Background: an optimization exercise with open tools, aiming at small area, a short achievable clock period and few clock cycles. Do not read the settings as production practice.
The RTL was checked by simulation tests, not by an equivalence proof against the original design.
Power and IR drop assume default switching activity.

Design wisc_cache, start of the top module:
module wisc_cache (
   input         clk,
   input         rst,
   input  [15:0] Addr,
   input  [15:0] DataIn,
   input         Rd,
   input         Wr,
   output [15:0] DataOut,
   output        Done,
   output        Stall,
   output        CacheHit,
   output        err,
   output [51:0] bank_addr,     
   output [63:0] bank_wdata,    
   output [3:0]  bank_we,       
   input  [63:0] bank_rdata     
);
Size in the first run: about 390 cells after synthesis, roughly 240 I/O pins.
export LEC_CHECK = 0
export ABC_CLOCK_PERIOD_IN_PS = 1000
export CAP_MARGIN = 20
export CORE_MARGIN = 2
export CORE_UTILIZATION = 40
export CTS_BUF_LIST = sky130_fd_sc_hd__clkbuf_4
export PLACE_DENSITY = 0.6
export SLEW_MARGIN = 20
create_clock -name core_clock -period 12.0 [get_ports {clk}]
standard.sh (not shown) runs the stock make flow with config.mk's settings and CLKGATE_MAP_FILE= SYNTH_SCRIPT=/design/flow/synth_recipe.tcl, a recipe that flattens the netlist after the stock synthesis.
==> flow/flow/run.sh <==
#!/bin/bash
# The standard layout with three changes:
#  - the port buffers are buf_1 cells instead of the resizer's default
#    choice (clkdlybuf4s50_1);
#  - timing repair aims for more setup slack than the standard flow;
#  - after the standard synthesis, each mux4 cell is rebuilt from NAND gates
#    (flow/eco.tcl), which is faster from its select inputs.
set -euo pipefail
export BUFFER_PORTS_ARGS="-buffer_cell sky130_fd_sc_hd__buf_1"
export SETUP_SLACK_MARGIN=6.3
bash standard.sh synth > synth.log 2>&1
R=$PWD/orfs/results/$FLOW_PLATFORM/wisc_cache/base
cat > eco_run.tcl <<EOT
read_db $R/1_synth.odb
source $PWD/flow/eco.tcl
write_db $R/1_synth.odb
EOT
openroad -no_init -exit eco_run.tcl > eco.log 2>&1
touch $R/1_synth.sdc
bash standard.sh > standard.log 2>&1
Other scripts of this flow, unchanged in this note and not shown: flow/flow/eco.tcl
Testbench counts at the start, summed over its fixed seeds: cycles 54,679.
Change:
--- a/flow/flow/run.sh
+++ b/flow/flow/run.sh
@@ -10 +10 @@
-export SETUP_SLACK_MARGIN=6.3
+export SETUP_SLACK_MARGIN=6.4
Settings changed: CORE_UTILIZATION 40 to 65, PLACE_DENSITY 0.6 to 0.75.
=> Worst setup slack is better by 0.015 ns; die area came out lower by about 37%; total power came out higher by about 5.7%; combinational power increases by about 2%; clock-buffer cell count came out higher by 1; routed wire length shrinks by about 7%; global-route usage came out higher by 6.7 points; clock skew is about the same; cell count decreases by 9.1%; critical path depth does not change; via count stays flat.
Change:
Settings changed: CORE_UTILIZATION 65 to 80, PLACE_DENSITY 0.75 to 0.9.
- The changed run ended with an error in global routing (5_1_grt) on DPL-0033
- synthesized area is unchanged
- synthesized cell count is unchanged
Change:
--- a/flow/flow/run.sh
+++ b/flow/flow/run.sh
@@ -10 +10 @@
-export SETUP_SLACK_MARGIN=6.4
+export SETUP_SLACK_MARGIN=6.0
Settings changed: CORE_UTILIZATION 80 to 40, PLACE_DENSITY 0.9 to 0.6.
Now the flow completed with no timing, DRC or antenna violations.
Synthesized cell count is unchanged.
Synthesized area does not change.

========
wisc_cache again, from the RTL that the note above started with.
==> flow/config.mk <==
export PLATFORM = sky130hd
export DESIGN_NAME = wisc_cache
export DESIGN_NICKNAME = wisc_cache
export VERILOG_FILES = /design/flow/design.v
export SDC_FILE = /design/flow/constraint.sdc
export NUM_CORES = 4
export LEC_CHECK = 0
export ABC_CLOCK_PERIOD_IN_PS = 1000
export CAP_MARGIN = 20
export CORE_MARGIN = 2
export CORE_UTILIZATION = 40
export CTS_BUF_LIST = sky130_fd_sc_hd__clkbuf_4
export PLACE_DENSITY = 0.6
export SLEW_MARGIN = 20
==> flow/constraint.sdc <==
create_clock -name core_clock -period 12.0 [get_ports {clk}]
set_input_delay 2.4000 -clock core_clock [delete_from_list [all_inputs] [get_ports {clk}]]
set_output_delay 2.4000 -clock core_clock [all_outputs]
set_load 0.01 [all_outputs]
==> flow/flow/run.sh <==
#!/bin/bash
# The standard layout with three changes:
#  - the port buffers are buf_1 cells instead of the resizer's default
#    choice (clkdlybuf4s50_1);
#  - timing repair aims for more setup slack than the standard flow;
#  - after the standard synthesis, each mux4 cell is rebuilt from NAND gates
#    (flow/eco.tcl), which is faster from its select inputs.
set -euo pipefail
export BUFFER_PORTS_ARGS="-buffer_cell sky130_fd_sc_hd__buf_1"
export SETUP_SLACK_MARGIN=6.7
bash standard.sh synth > synth.log 2>&1
R=$PWD/orfs/results/$FLOW_PLATFORM/wisc_cache/base
cat > eco_run.tcl <<EOT
read_db $R/1_synth.odb
source $PWD/flow/eco.tcl
write_db $R/1_synth.odb
EOT
openroad -no_init -exit eco_run.tcl > eco.log 2>&1
touch $R/1_synth.sdc
bash standard.sh > standard.log 2>&1
Other scripts of this flow, unchanged in this note and not shown: flow/flow/eco.tcl
The baseline finished with timing, DRC and antenna clean.
Testbench counts at the start, summed over its fixed seeds: cycles 54,679.
Rerun with:
--- a/flow/flow/run.sh
+++ b/flow/flow/run.sh
@@ -4,9 +4,11 @@
 #    choice (clkdlybuf4s50_1);
 #  - timing repair aims for more setup slack than the standard flow;
+#  - clock tree synthesis adds no dummy loads;
 #  - after the standard synthesis, each mux4 cell is rebuilt from NAND gates
 #    (flow/eco.tcl), which is faster from its select inputs.
 set -euo pipefail
 export BUFFER_PORTS_ARGS="-buffer_cell sky130_fd_sc_hd__buf_1"
-export SETUP_SLACK_MARGIN=6.7
+export SETUP_SLACK_MARGIN=6.4
+export CTS_ARGS="-sink_clustering_enable -repair_clock_nets -buf_list sky130_fd_sc_hd__clkbuf_4 -dont_use_dummy_load"
 bash standard.sh synth > synth.log 2>&1
 R=$PWD/orfs/results/$FLOW_PLATFORM/wisc_cache/base
What happened: The changed run ran to the end with no violations; setup slack degrades by 0.038 ns; via count is lower by 1.3%; design area is lower by 6.3%.
Rerun with:
--- a/flow/flow/run.sh
+++ b/flow/flow/run.sh
@@ -4,11 +4,9 @@
 #    choice (clkdlybuf4s50_1);
 #  - timing repair aims for more setup slack than the standard flow;
-#  - clock tree synthesis adds no dummy loads;
 #  - after the standard synthesis, each mux4 cell is rebuilt from NAND gates
 #    (flow/eco.tcl), which is faster from its select inputs.
 set -euo pipefail
 export BUFFER_PORTS_ARGS="-buffer_cell sky130_fd_sc_hd__buf_1"
-export SETUP_SLACK_MARGIN=6.4
-export CTS_ARGS="-sink_clustering_enable -repair_clock_nets -buf_list sky130_fd_sc_hd__clkbuf_4 -dont_use_dummy_load"
+export SETUP_SLACK_MARGIN=6.55
 bash standard.sh synth > synth.log 2>&1
 R=$PWD/orfs/results/$FLOW_PLATFORM/wisc_cache/base
The new run produced a clean layout.
Total power rises by 22%.
Via count grows by 2.0%.
Wire length rose by 6.4%.
Clock power went up by 80%.
Cell count rose by 2.3%.

========
wisc_cache again, from the RTL that the note above started with.
==> flow/config.mk <==
export PLATFORM = sky130hd
export DESIGN_NAME = wisc_cache
export DESIGN_NICKNAME = wisc_cache
export VERILOG_FILES = /design/flow/design.v
export SDC_FILE = /design/flow/constraint.sdc
export NUM_CORES = 4
export LEC_CHECK = 0
export ABC_CLOCK_PERIOD_IN_PS = 1000
export CAP_MARGIN = 20
export CORE_MARGIN = 2
export CORE_UTILIZATION = 40
export CTS_BUF_LIST = sky130_fd_sc_hd__clkbuf_4
export PLACE_DENSITY = 0.6
export SLEW_MARGIN = 20
==> flow/constraint.sdc <==
create_clock -name core_clock -period 12.0 [get_ports {clk}]
set_input_delay 2.4000 -clock core_clock [delete_from_list [all_inputs] [get_ports {clk}]]
set_output_delay 2.4000 -clock core_clock [all_outputs]
set_load 0.01 [all_outputs]
==> flow/flow/run.sh <==
#!/bin/bash
# The standard layout with four changes:
#  - the port buffers are buf_1 cells instead of the resizer's default
#    choice (clkdlybuf4s50_1);
#  - timing repair aims for more setup slack than the standard flow;
#  - clock tree synthesis adds no dummy loads;
#  - after the standard synthesis, each mux4 cell is rebuilt from NAND gates
#    (flow/eco.tcl), which is faster from its select inputs.
set -euo pipefail
export BUFFER_PORTS_ARGS="-buffer_cell sky130_fd_sc_hd__buf_1"
export SETUP_SLACK_MARGIN=6.4
export CTS_ARGS="-sink_clustering_enable -repair_clock_nets -buf_list sky130_fd_sc_hd__clkbuf_4 -dont_use_dummy_load"
bash standard.sh synth > synth.log 2>&1
R=$PWD/orfs/results/$FLOW_PLATFORM/wisc_cache/base
cat > eco_run.tcl <<EOT
read_db $R/1_synth.odb
source $PWD/flow/eco.tcl
write_db $R/1_synth.odb
EOT
openroad -no_init -exit eco_run.tcl > eco.log 2>&1
touch $R/1_synth.sdc
bash standard.sh > standard.log 2>&1
Other scripts of this flow, unchanged in this note and not shown: flow/flow/eco.tcl
Testbench counts at the start, summed over its fixed seeds: cycles 54,679.
Then changed:
--- a/flow/flow/run.sh
+++ b/flow/flow/run.sh
@@ -1,3 +1,3 @@
 #!/bin/bash
-# The standard layout with four changes:
+# The standard layout with three changes:
 #  - the port buffers are buf_1 cells instead of the resizer's default
@@ -5,3 +5,2 @@
 #  - timing repair aims for more setup slack than the standard flow;
-#  - clock tree synthesis adds no dummy loads;
 #  - after the standard synthesis, each mux4 cell is rebuilt from NAND gates
@@ -11,3 +10,2 @@
 export SETUP_SLACK_MARGIN=6.4
-export CTS_ARGS="-sink_clustering_enable -repair_clock_nets -buf_list sky130_fd_sc_hd__clkbuf_4 -dont_use_dummy_load"
 bash standard.sh synth > synth.log 2>&1
What happened:
- clock skew drops by 0.026 ns
- first-iteration DRC count goes up by 5.5%
- total power climbs by 9.4%
- utilization came out higher by 1.1 points
- routed wire length climbs by 0.98%
- non-clock buffer count does not change
- synthesized area is unchanged
- global-route usage grows by 0.26 points
- synthesized cell count stays the same

========
Starting RTL as in the previous note.
Design wisc_cache, start of the top module:
module wisc_cache (
   input         clk,
   input         rst,
   input  [15:0] Addr,
   input  [15:0] DataIn,
   input         Rd,
   input         Wr,
   output [15:0] DataOut,
   output        Done,
   output        Stall,
   output        CacheHit,
   output        err,
   output [51:0] bank_addr,     
   output [63:0] bank_wdata,    
   output [3:0]  bank_we,       
   input  [63:0] bank_rdata     
);
export LEC_CHECK = 0
export ABC_CLOCK_PERIOD_IN_PS = 1000
export CAP_MARGIN = 20
export CORE_MARGIN = 2
export CORE_UTILIZATION = 40
export CTS_BUF_LIST = sky130_fd_sc_hd__clkbuf_8
export CTS_CLUSTER_DIAMETER = 60
export CTS_CLUSTER_SIZE = 30
export PLACE_DENSITY = 0.6
export SLEW_MARGIN = 20
create_clock -name core_clock -period 12.0 [get_ports {clk}]
==> flow/flow/run.sh <==
#!/bin/bash
# The standard layout, with the port buffers made of buf_1 cells instead of
# the resizer's default choice (clkdlybuf4s50_1), and larger clock-tree sink
# clusters.
export BUFFER_PORTS_ARGS="-buffer_cell sky130_fd_sc_hd__buf_1"
export CTS_ARGS="-sink_clustering_enable -repair_clock_nets -sink_clustering_size 40 -sink_clustering_max_diameter 200 -buf_list sky130_fd_sc_hd__clkbuf_8"
bash standard.sh > standard.log 2>&1
The first run passed the timing, design-rule and antenna checks.
Testbench counts at the start, summed over its fixed seeds: cycles 54,679.
Then changed:
==> flow/flow/run.sh (replaced) <==
#!/bin/bash
# The standard layout, with the port buffers made of buf_1 cells instead of
# the resizer's default choice (clkdlybuf4s50_1).
cp standard.sh standard_sh_copy.txt
export BUFFER_PORTS_ARGS="-buffer_cell sky130_fd_sc_hd__buf_1"
bash standard.sh > standard.log 2>&1
ABC_CLOCK_PERIOD_IN_PS = not set   (was 1000)
CTS_BUF_LIST = not set   (was sky130_fd_sc_hd__clkbuf_8)
CTS_CLUSTER_DIAMETER = not set   (was 60)
CTS_CLUSTER_SIZE = not set   (was 30)
The changed run went through all stages and came out clean. Worst setup slack stays flat. Routed wire length goes up by 1.4%. Final area grows by 3.7%. Flip-flop and latch count does not change. Clock-buffer cell count is unchanged. Via count rises by 0.83%.
Then changed:
--- a/flow/flow/run.sh
+++ b/flow/flow/run.sh
@@ -3,2 +3,2 @@
-# the resizer's default choice (clkdlybuf4s50_1).
-cp standard.sh standard_sh_copy.txt
+# the resizer's default choice (clkdlybuf4s50_1), and timing repair aiming
+# for more setup slack than the standard flow.
@@ -5,0 +6 @@
+export SETUP_SLACK_MARGIN=6.4
ABC_CLOCK_PERIOD_IN_PS = 1000   (was not set)
CTS_BUF_LIST = sky130_fd_sc_hd__clkbuf_4   (was not set)
Outcome:
- The changed run completed with no timing, DRC or antenna violations
- cell area goes down by 5.2%
- total power goes down by 22%
- flip-flop and latch count is unchanged
Then changed:
--- a/flow/flow/run.sh
+++ b/flow/flow/run.sh
@@ -6 +6 @@
-export SETUP_SLACK_MARGIN=6.4
+export SETUP_SLACK_MARGIN=6.6
CTS_BUF_LIST = sky130_fd_sc_hd__clkbuf_8   (was sky130_fd_sc_hd__clkbuf_4)
CTS_CLUSTER_DIAMETER = 60   (was not set)
CTS_CLUSTER_SIZE = 30   (was not set)
Result: Combinational power rises by 7.0%. Final area goes up by 5.4%. Global-route usage rose by 0.61 points. Area after synthesis does not change. Maximum frequency barely changes. Via count is higher by 1.4%. Worst setup slack stays flat. Worst hold slack loses 11 ps.

==> port drivers added, routing unchanged <==
No port has a modelled driver above. Below, the same layouts with a new extraction and two added sets of constraints. Step 1: set_driving_cell puts a clkbuf_16 on clk and a buf_2 on each other input, an assumption about the parent block. Step 2 times the ports against the registers' clock, not the clock port: input delays grow and output delays shrink by t, the midpoint of the rising clock arrivals with the driver on. Slacks: ideal ports / drivers / drivers and shift; pairs: ideal ports / drivers.
run	t (ns)	setup slack, ns	worst setup path after step 2	worst slew at a driven data input, ns	pins driven straight from the clock port
the first run of note 1	0.518	6.436 / 6.407 / 6.407	input to output	0.06	1
the second run of note 1	0.493	6.451 / 6.409 / 6.409	input to output	0.06	1
the fourth run of note 1	0.519	6.287 / 6.257 / 6.257	input to output	0.06	1
the first run of note 2	0.518	6.544 / 6.486 / 6.486	input to output	0.06	1
the second run of note 2	0.480	6.506 / 6.468 / 6.468	input to output	0.06	1
the third run of note 2	0.504	6.532 / 6.492 / 6.492	input to output	0.06	1
the first run of note 3	0.480	6.506 / 6.468 / 6.468	input to output	0.06	1
the second run of note 3	0.517	6.502 / 6.463 / 6.463	input to output	0.06	1
the first run of note 4	0.430	6.134 / 6.106 / 6.106	input to output	0.05	1
the second run of note 4	0.524	6.136 / 6.108 / 6.108	input to output	0.05	1
the third run of note 4	0.488	6.356 / 6.302 / 6.302	input to output	0.05	1
the fourth run of note 4	0.439	6.356 / 6.296 / 6.296	input to output	0.06	1
After both steps setup and hold are still met in every run listed. For the fourth run of note 4, which loses most, drivers alone change the setup slack by -0.060 ns; drivers and shift together by -0.060 ns.
